This is an optimization exercise on Yosys and OpenROAD, whose aim is small area and a short achievable clock period, not a production implementation. Function was checked by simulation only, so behaviour that the tests miss may differ from the original. Power and IR drop assume default switching activity.

==> inputs of run K <==
==> flow/design.v <==
module g_inv (input wire a, output wire y);
   assign y = ~a;
endmodule
module g_nand2 (input wire a, b, output wire y);
   assign y = ~(a & b);
endmodule
module g_nor2 (input wire a, b, output wire y);
   assign y = ~(a | b);
endmodule
module g_and2b (input wire an, b, output wire y);
   assign y = ~an & b;
endmodule
module g_nand3 (input wire a, b, c, output wire y);
   assign y = ~(a & b & c);
endmodule
module g_xor2 (input wire a, b, output wire y);
   assign y = a ^ b;
endmodule
module g_maj3 (input wire a, b, c, output wire y);
   assign y = (a & b) | (a & c) | (b & c);
endmodule
module g_mux2 (input wire a0, a1, s, output wire y);
   assign y = s ? a1 : a0;
endmodule
module g_a22o (input wire a1, a2, b1, b2, output wire y);
   assign y = (a1 & a2) | (b1 & b2);
endmodule
module g_a22oi (input wire a1, a2, b1, b2, output wire y);
   assign y = ~((a1 & a2) | (b1 & b2));
endmodule
module g_a222oi (input wire a1, a2, b1, b2, c1, c2, output wire y);
   assign y = ~((a1 & a2) | (b1 & b2) | (c1 & c2));
endmodule
module dec3 (input wire [2:0] s, output wire [7:0] h);
   assign h = 8'b1 << s;
endmodule
module dec3f (input wire [2:0] s, output wire [7:0] h);
   wire [2:0] sn;
   wire [7:0] hn;
   g_inv i0 (s[0], sn[0]);
   g_inv i1 (s[1], sn[1]);
   g_inv i2 (s[2], sn[2]);
   genvar j;
   generate
      for (j = 0; j < 8; j = j + 1) begin : ln
         g_nand3 un (j[2] ? s[2] : sn[2], j[1] ? s[1] : sn[1], j[0] ? s[0] : sn[0], hn[j]);
         g_inv   ui (hn[j], h[j]);
      end
   endgenerate
endmodule
module rdbit (input wire [7:0] h, input wire [7:0] d, output wire o);
   assign o = |(h & d);
endmodule
module g_xnor2 (input wire a, b, output wire y);
   assign y = ~(a ^ b);
endmodule
module g_a21oi (input wire a1, a2, b1, output wire y);
   assign y = ~((a1 & a2) | b1);
endmodule
module g_o21ai (input wire a1, a2, b1, output wire y);
   assign y = ~((a1 | a2) & b1);
endmodule
module alu (input wire [1:0] op, input wire [15:0] a, b,
            output wire [15:0] y, output wire co);
   wire [15:0] bx, gn, tn, g, p, l, s;
   wire cinn = ~op[0];
   wire op1n = ~op[1];
   wire g0c;
   wire g0c_i;
   wire G1_1;
   wire G1_3;
   wire P1_3;
   wire G1_5;
   wire P1_5;
   wire G1_7;
   wire P1_7;
   wire G1_9;
   wire P1_9;
   wire G1_11;
   wire P1_11;
   wire G1_13;
   wire P1_13;
   wire G1_15;
   wire P1_15;
   wire G1_1_i;
   wire G2_2;
   wire G2_3;
   wire G1_5_i;
   wire G2_6;
   wire P1_5_i;
   wire P2_6;
   wire G2_7;
   wire P2_7;
   wire G1_9_i;
   wire G2_10;
   wire P1_9_i;
   wire P2_10;
   wire G2_11;
   wire P2_11;
   wire G1_13_i;
   wire G2_14;
   wire P1_13_i;
   wire P2_14;
   wire G2_15;
   wire P2_15;
   wire G3_4;
   wire G3_5;
   wire G2_3_i;
   wire G3_6;
   wire G3_7;
   wire G3_12;
   wire P3_12;
   wire G3_13;
   wire P3_13;
   wire G2_14_i;
   wire P2_14_i;
   wire G3_14;
   wire P3_14;
   wire G3_15;
   wire P3_15;
   wire G3_7_i;
   wire G4_8;
   wire G4_9;
   wire G4_10;
   wire G4_11;
   wire G4_12;
   wire G4_13;
   wire G4_14;
   wire G4_15;
   genvar i;
   generate
      for (i = 0; i < 16; i = i + 1) begin : bs
         g_xor2  ux (b[i], op[0], bx[i]);
         g_nand2 ug (a[i], bx[i], gn[i]);
         g_nor2  ut (a[i], bx[i], tn[i]);
         g_inv   uq (gn[i], g[i]);
         g_nor2  up (tn[i], g[i], p[i]);           
         g_maj3  ul (a[i], b[i], op[0], l[i]);    
         g_a22o  uy (op[1], l[i], op1n, s[i], y[i]);
      end
   endgenerate
   g_o21ai u_o21ai_0 (tn[0], cinn, gn[0], g0c);
   g_inv u_inv_0 (g0c, g0c_i);
   g_o21ai u_o21ai_1 (tn[1], g0c_i, gn[1], G1_1);
   g_o21ai u_o21ai_2 (tn[3], gn[2], gn[3], G1_3);
   g_nor2 u_nor2_0 (tn[3], tn[2], P1_3);
   g_o21ai u_o21ai_3 (tn[5], gn[4], gn[5], G1_5);
   g_nor2 u_nor2_1 (tn[5], tn[4], P1_5);
   g_o21ai u_o21ai_4 (tn[7], gn[6], gn[7], G1_7);
   g_nor2 u_nor2_2 (tn[7], tn[6], P1_7);
   g_o21ai u_o21ai_5 (tn[9], gn[8], gn[9], G1_9);
   g_nor2 u_nor2_3 (tn[9], tn[8], P1_9);
   g_o21ai u_o21ai_6 (tn[11], gn[10], gn[11], G1_11);
   g_nor2 u_nor2_4 (tn[11], tn[10], P1_11);
   g_o21ai u_o21ai_7 (tn[13], gn[12], gn[13], G1_13);
   g_nor2 u_nor2_5 (tn[13], tn[12], P1_13);
   g_o21ai u_o21ai_8 (tn[15], gn[14], gn[15], G1_15);
   g_nor2 u_nor2_6 (tn[15], tn[14], P1_15);
   g_inv u_inv_1 (G1_1, G1_1_i);
   g_o21ai u_o21ai_9 (tn[2], G1_1_i, gn[2], G2_2);
   g_a21oi u_a21oi_0 (P1_3, G1_1, G1_3, G2_3);
   g_inv u_inv_2 (G1_5, G1_5_i);
   g_o21ai u_o21ai_10 (tn[6], G1_5_i, gn[6], G2_6);
   g_inv u_inv_3 (P1_5, P1_5_i);
   g_nor2 u_nor2_7 (tn[6], P1_5_i, P2_6);
   g_a21oi u_a21oi_1 (P1_7, G1_5, G1_7, G2_7);
   g_nand2 u_nand2_0 (P1_7, P1_5, P2_7);
   g_inv u_inv_4 (G1_9, G1_9_i);
   g_o21ai u_o21ai_11 (tn[10], G1_9_i, gn[10], G2_10);
   g_inv u_inv_5 (P1_9, P1_9_i);
   g_nor2 u_nor2_8 (tn[10], P1_9_i, P2_10);
   g_a21oi u_a21oi_2 (P1_11, G1_9, G1_11, G2_11);
   g_nand2 u_nand2_1 (P1_11, P1_9, P2_11);
   g_inv u_inv_6 (G1_13, G1_13_i);
   g_o21ai u_o21ai_12 (tn[14], G1_13_i, gn[14], G2_14);
   g_inv u_inv_7 (P1_13, P1_13_i);
   g_nor2 u_nor2_9 (tn[14], P1_13_i, P2_14);
   g_a21oi u_a21oi_3 (P1_15, G1_13, G1_15, G2_15);
   g_nand2 u_nand2_2 (P1_15, P1_13, P2_15);
   g_o21ai u_o21ai_13 (tn[4], G2_3, gn[4], G3_4);
   g_o21ai u_o21ai_14 (P1_5_i, G2_3, G1_5_i, G3_5);
   g_inv u_inv_8 (G2_3, G2_3_i);
   g_a21oi u_a21oi_4 (P2_6, G2_3_i, G2_6, G3_6);
   g_o21ai u_o21ai_15 (P2_7, G2_3, G2_7, G3_7);
   g_o21ai u_o21ai_16 (tn[12], G2_11, gn[12], G3_12);
   g_nor2 u_nor2_10 (tn[12], P2_11, P3_12);
   g_o21ai u_o21ai_17 (P1_13_i, G2_11, G1_13_i, G3_13);
   g_nor2 u_nor2_11 (P1_13_i, P2_11, P3_13);
   g_inv u_inv_9 (G2_14, G2_14_i);
   g_inv u_inv_10 (P2_14, P2_14_i);
   g_o21ai u_o21ai_18 (P2_14_i, G2_11, G2_14_i, G3_14);
   g_nor2 u_nor2_12 (P2_14_i, P2_11, P3_14);
   g_o21ai u_o21ai_19 (P2_15, G2_11, G2_15, G3_15);
   g_nor2 u_nor2_13 (P2_15, P2_11, P3_15);
   g_inv u_inv_11 (G3_7, G3_7_i);
   g_o21ai u_o21ai_20 (tn[8], G3_7_i, gn[8], G4_8);
   g_o21ai u_o21ai_21 (P1_9_i, G3_7_i, G1_9_i, G4_9);
   g_a21oi u_a21oi_5 (P2_10, G3_7, G2_10, G4_10);
   g_o21ai u_o21ai_22 (P2_11, G3_7_i, G2_11, G4_11);
   g_a21oi u_a21oi_6 (P3_12, G3_7, G3_12, G4_12);
   g_a21oi u_a21oi_7 (P3_13, G3_7, G3_13, G4_13);
   g_a21oi u_a21oi_8 (P3_14, G3_7, G3_14, G4_14);
   g_a21oi u_a21oi_9 (P3_15, G3_7, G3_15, G4_15);
   g_xor2 us_0 (p[0], op[0], s[0]);
   g_xor2 us_1 (p[1], g0c, s[1]);
   g_xor2 us_2 (p[2], G1_1, s[2]);
   g_xor2 us_3 (p[3], G2_2, s[3]);
   g_xnor2 us_4 (p[4], G2_3, s[4]);
   g_xor2 us_5 (p[5], G3_4, s[5]);
   g_xor2 us_6 (p[6], G3_5, s[6]);
   g_xnor2 us_7 (p[7], G3_6, s[7]);
   g_xor2 us_8 (p[8], G3_7, s[8]);
   g_xor2 us_9 (p[9], G4_8, s[9]);
   g_xor2 us_10 (p[10], G4_9, s[10]);
   g_xnor2 us_11 (p[11], G4_10, s[11]);
   g_xor2 us_12 (p[12], G4_11, s[12]);
   g_xnor2 us_13 (p[13], G4_12, s[13]);
   g_xnor2 us_14 (p[14], G4_13, s[14]);
   g_xnor2 us_15 (p[15], G4_14, s[15]);
   assign co = ~G4_15;
endmodule
module reg_alu (input wire clk, reset, sel, wr, input wire [1:0] op,
                input wire [2:0] rd_addr_a, rd_addr_b, wr_addr,
                input wire [15:0] d_in,
                output wire [15:0] d_out_a, d_out_b, output wire cout);
   reg  [15:0] r [0:7];
   reg         c_q;
   wire [7:0]  ha, hb, hw;
   wire [15:0] a, b, y, wd;
   wire [15:0] nx [0:7];
   wire        c;
   dec3f deca (rd_addr_a, ha);
   dec3f decb (rd_addr_b, hb);
   dec3 decw (wr_addr, hw);
   genvar i, j;
   generate
      for (i = 0; i < 16; i = i + 1) begin : rd
         rdbit ua (ha, {r[7][i], r[6][i], r[5][i], r[4][i], r[3][i], r[2][i], r[1][i], r[0][i]}, a[i]);
         rdbit ub (hb, {r[7][i], r[6][i], r[5][i], r[4][i], r[3][i], r[2][i], r[1][i], r[0][i]}, b[i]);
      end
   endgenerate
   alu alu_m (op, a, b, y, c);
   wire s1 = sel & ~reset;
   wire s0 = ~sel & ~reset;
   generate
      for (i = 0; i < 16; i = i + 1) begin : wdb
         g_a22o uw (s1, y[i], s0, d_in[i], wd[i]);
      end
   endgenerate
   wire [7:0] en  = ({8{wr}} & hw) | {8{reset}};
   wire [7:0] enn = ~en;
   generate
      for (j = 0; j < 8; j = j + 1) begin : rg
         for (i = 0; i < 16; i = i + 1) begin : bt
            g_a22o uh (en[j], wd[i], enn[j], r[j][i], nx[j][i]);
         end
         always @(posedge clk) r[j] <= nx[j];
      end
   endgenerate
   always @(posedge clk) c_q <= c & ~reset;
   assign d_out_a = a;
   assign d_out_b = b;
   assign cout = c_q;
endmodule
==> flow/flow/run.sh <==
#!/bin/bash
# Standard ORFS layout (the standard.sh, synthesis unchanged) with these
# changes to how the layout is made:
#  - port buffers start as buf_1 rather than the delay cell buffer_ports picks
#    by default (the resizer upsizes them where timing or slew needs it);
#  - the resizer may swap a cell for one of a different footprint;
#  - clock tree built from clkbuf_4 only, without dummy balancing loads.
set -euo pipefail
export BUFFER_PORTS_ARGS="-buffer_cell sky130_fd_sc_hd__buf_1"
export CTS_ARGS="-sink_clustering_enable -repair_clock_nets -dont_use_dummy_load -buf_list {sky130_fd_sc_hd__clkbuf_4}"
bash standard.sh MATCH_CELL_FOOTPRINT=0 finish > standard_flow.log 2>&1
==> flow/standard.sh <==
#!/bin/bash
# synth_recipe.tcl (not shown) runs the flow's synth.tcl, then flattens the netlist and writes it again
# the make line also repeats each setting of config.mk as NAME=value (left out here)
make -C /OpenROAD-flow-scripts/flow DESIGN_CONFIG=/design/flow/config.mk WORK_HOME=/design/flow/orfs CLKGATE_MAP_FILE= SYNTH_SCRIPT=/design/flow/synth_recipe.tcl "${@:-finish}"
==> flow/config.mk <==
export PLATFORM = sky130hd
export DESIGN_NAME = reg_alu
export DESIGN_NICKNAME = reg_alu
export VERILOG_FILES = /design/flow/design.v
export SDC_FILE = /design/flow/constraint.sdc
export NUM_CORES = 4
export LEC_CHECK = 0
export CAP_MARGIN = 20
export CORE_MARGIN = 2
export CORE_UTILIZATION = 40
export SETUP_SLACK_MARGIN = 4.3
export SLEW_MARGIN = 20
export SYNTH_HIERARCHICAL = 1
==> flow/constraint.sdc <==
create_clock -name core_clock -period 10.0 [get_ports {clk}]
set_input_delay 2.0000 -clock core_clock [delete_from_list [all_inputs] [get_ports {clk}]]
set_output_delay 2.0000 -clock core_clock [all_outputs]
set_load 0.01 [all_outputs]
==> run F (differences from run K) <==
--- a/flow/design.v
+++ b/flow/design.v
@@ -62,7 +62,7 @@
 endmodule
-module alu (input wire [1:0] op, input wire [15:0] a, b,
-            output wire [15:0] y, output wire co);
-   wire [15:0] bx, gn, tn, g, p, l, s;
-   wire cinn = ~op[0];
-   wire op1n = ~op[1];
+module alu (input wire op0, input wire [15:0] a, b,
+            output wire [15:0] s, l, output wire co);
+   wire [15:0] bx, gn, tn, g, p;
+   wire [1:0] op = {1'b0, op0};
+   wire cinn = ~op0;
    wire g0c;
@@ -138,3 +138,2 @@
          g_maj3  ul (a[i], b[i], op[0], l[i]);    
-         g_a22o  uy (op[1], l[i], op1n, s[i], y[i]);
       end
@@ -228,3 +227,3 @@
    wire [7:0]  ha, hb, hw;
-   wire [15:0] a, b, y, wd;
+   wire [15:0] a, b, wd;
    wire [15:0] nx [0:7];
@@ -241,4 +240,6 @@
    endgenerate
-   alu alu_m (op, a, b, y, c);
-   wire s1 = sel & ~reset;
+   wire [15:0] sm, lg, wdn;
+   alu alu_m (op[0], a, b, sm, lg, c);
+   wire sl = sel & ~reset & op[1];
+   wire ss = sel & ~reset & ~op[1];
    wire s0 = ~sel & ~reset;
@@ -246,3 +247,4 @@
       for (i = 0; i < 16; i = i + 1) begin : wdb
-         g_a22o uw (s1, y[i], s0, d_in[i], wd[i]);
+         g_a222oi uw (ss, sm[i], sl, lg[i], s0, d_in[i], wdn[i]);
+         g_inv    uv (wdn[i], wd[i]);
       end
- SETUP_SLACK_MARGIN: 4.3 -> 4.7
- SLEW_MARGIN: 20 -> 75
==> run M (differences from run K) <==
--- a/flow/design.v
+++ b/flow/design.v
@@ -62,7 +62,7 @@
 endmodule
-module alu (input wire [1:0] op, input wire [15:0] a, b,
-            output wire [15:0] y, output wire co);
-   wire [15:0] bx, gn, tn, g, p, l, s;
-   wire cinn = ~op[0];
-   wire op1n = ~op[1];
+module alu (input wire op0, input wire [15:0] a, b,
+            output wire [15:0] s, l, output wire co);
+   wire [15:0] bx, gn, tn, g, p;
+   wire [1:0] op = {1'b0, op0};
+   wire cinn = ~op0;
    wire g0c;
@@ -138,3 +138,2 @@
          g_maj3  ul (a[i], b[i], op[0], l[i]);    
-         g_a22o  uy (op[1], l[i], op1n, s[i], y[i]);
       end
@@ -228,3 +227,3 @@
    wire [7:0]  ha, hb, hw;
-   wire [15:0] a, b, y, wd;
+   wire [15:0] a, b, wd;
    wire [15:0] nx [0:7];
@@ -241,4 +240,6 @@
    endgenerate
-   alu alu_m (op, a, b, y, c);
-   wire s1 = sel & ~reset;
+   wire [15:0] sm, lg, wdn;
+   alu alu_m (op[0], a, b, sm, lg, c);
+   wire sl = sel & ~reset & op[1];
+   wire ss = sel & ~reset & ~op[1];
    wire s0 = ~sel & ~reset;
@@ -246,3 +247,4 @@
       for (i = 0; i < 16; i = i + 1) begin : wdb
-         g_a22o uw (s1, y[i], s0, d_in[i], wd[i]);
+         g_a222oi uw (ss, sm[i], sl, lg[i], s0, d_in[i], wdn[i]);
+         g_inv    uv (wdn[i], wd[i]);
       end
- SETUP_SLACK_MARGIN: 4.3 -> 4.6
- SLEW_MARGIN: 20 -> 60
==> run notes <==
- In critical path depth, run F and run K do not differ.
- Against run F, the maximum frequency of run M is smaller by about 1.6%.
- Of run M and run K, run M has the higher register-to-register slack (gap 50 ps).
- Final area, lowest first: run K, run M, run F.
==> figures <==
item	run K	run F	run M
Run status	no timing/DRC/antenna violations	no timing/DRC/antenna violations	no timing/DRC/antenna violations
Clock network area share	1.744%	1.703%	1.719%
CP max stage delay	530 ps	270 ps	260 ps
Post-CTS clock slew at the launch and capture registers of the worst setup and hold paths	90 ps	90 ps	70 ps
Non-clock buffer count	75	89	97
Met1 Resource Use GR	34.26%	37.73%	36.78%
Routing usage on met2	42.53%	42.29%	41.94%
Setup repair after global routing missed its margin	false	false	true
Cell internal power dissipation	859.9 µW	877.5 µW	881.7 µW
Sequential cell fraction of total power	48.2%	48.0%	48.0%

port drivers added, routing unchanged:
How much do the figures lean on ideal ports? The routed layouts below were timed once more, with nothing changed but the port constraints. Step 1 assumes that a clkbuf_16 drives the clock port and a buf_2 every other input. Step 2, shift: input delay + t, output delay - t, t = (earliest + latest rising clock arrival at the registers) / 2. This alone moves slack from input paths to output paths. a / b / c = no drivers / after step 1 / after step 2; a / b = the first two.
run | t (ns) | slack for setup (ns) | pins driven straight from the clock port
run K | 0.575 | 4.432 / 4.410 / 4.112 | 1
run F | 0.563 | 4.759 / 4.734 / 4.436 | 1
run M | 0.552 | 4.673 / 4.651 / 4.354 | 1
After both steps every run listed still meets setup and hold. For run F, which loses most, drivers alone change the setup slack by -0.025 ns; drivers and shift together by -0.323 ns.
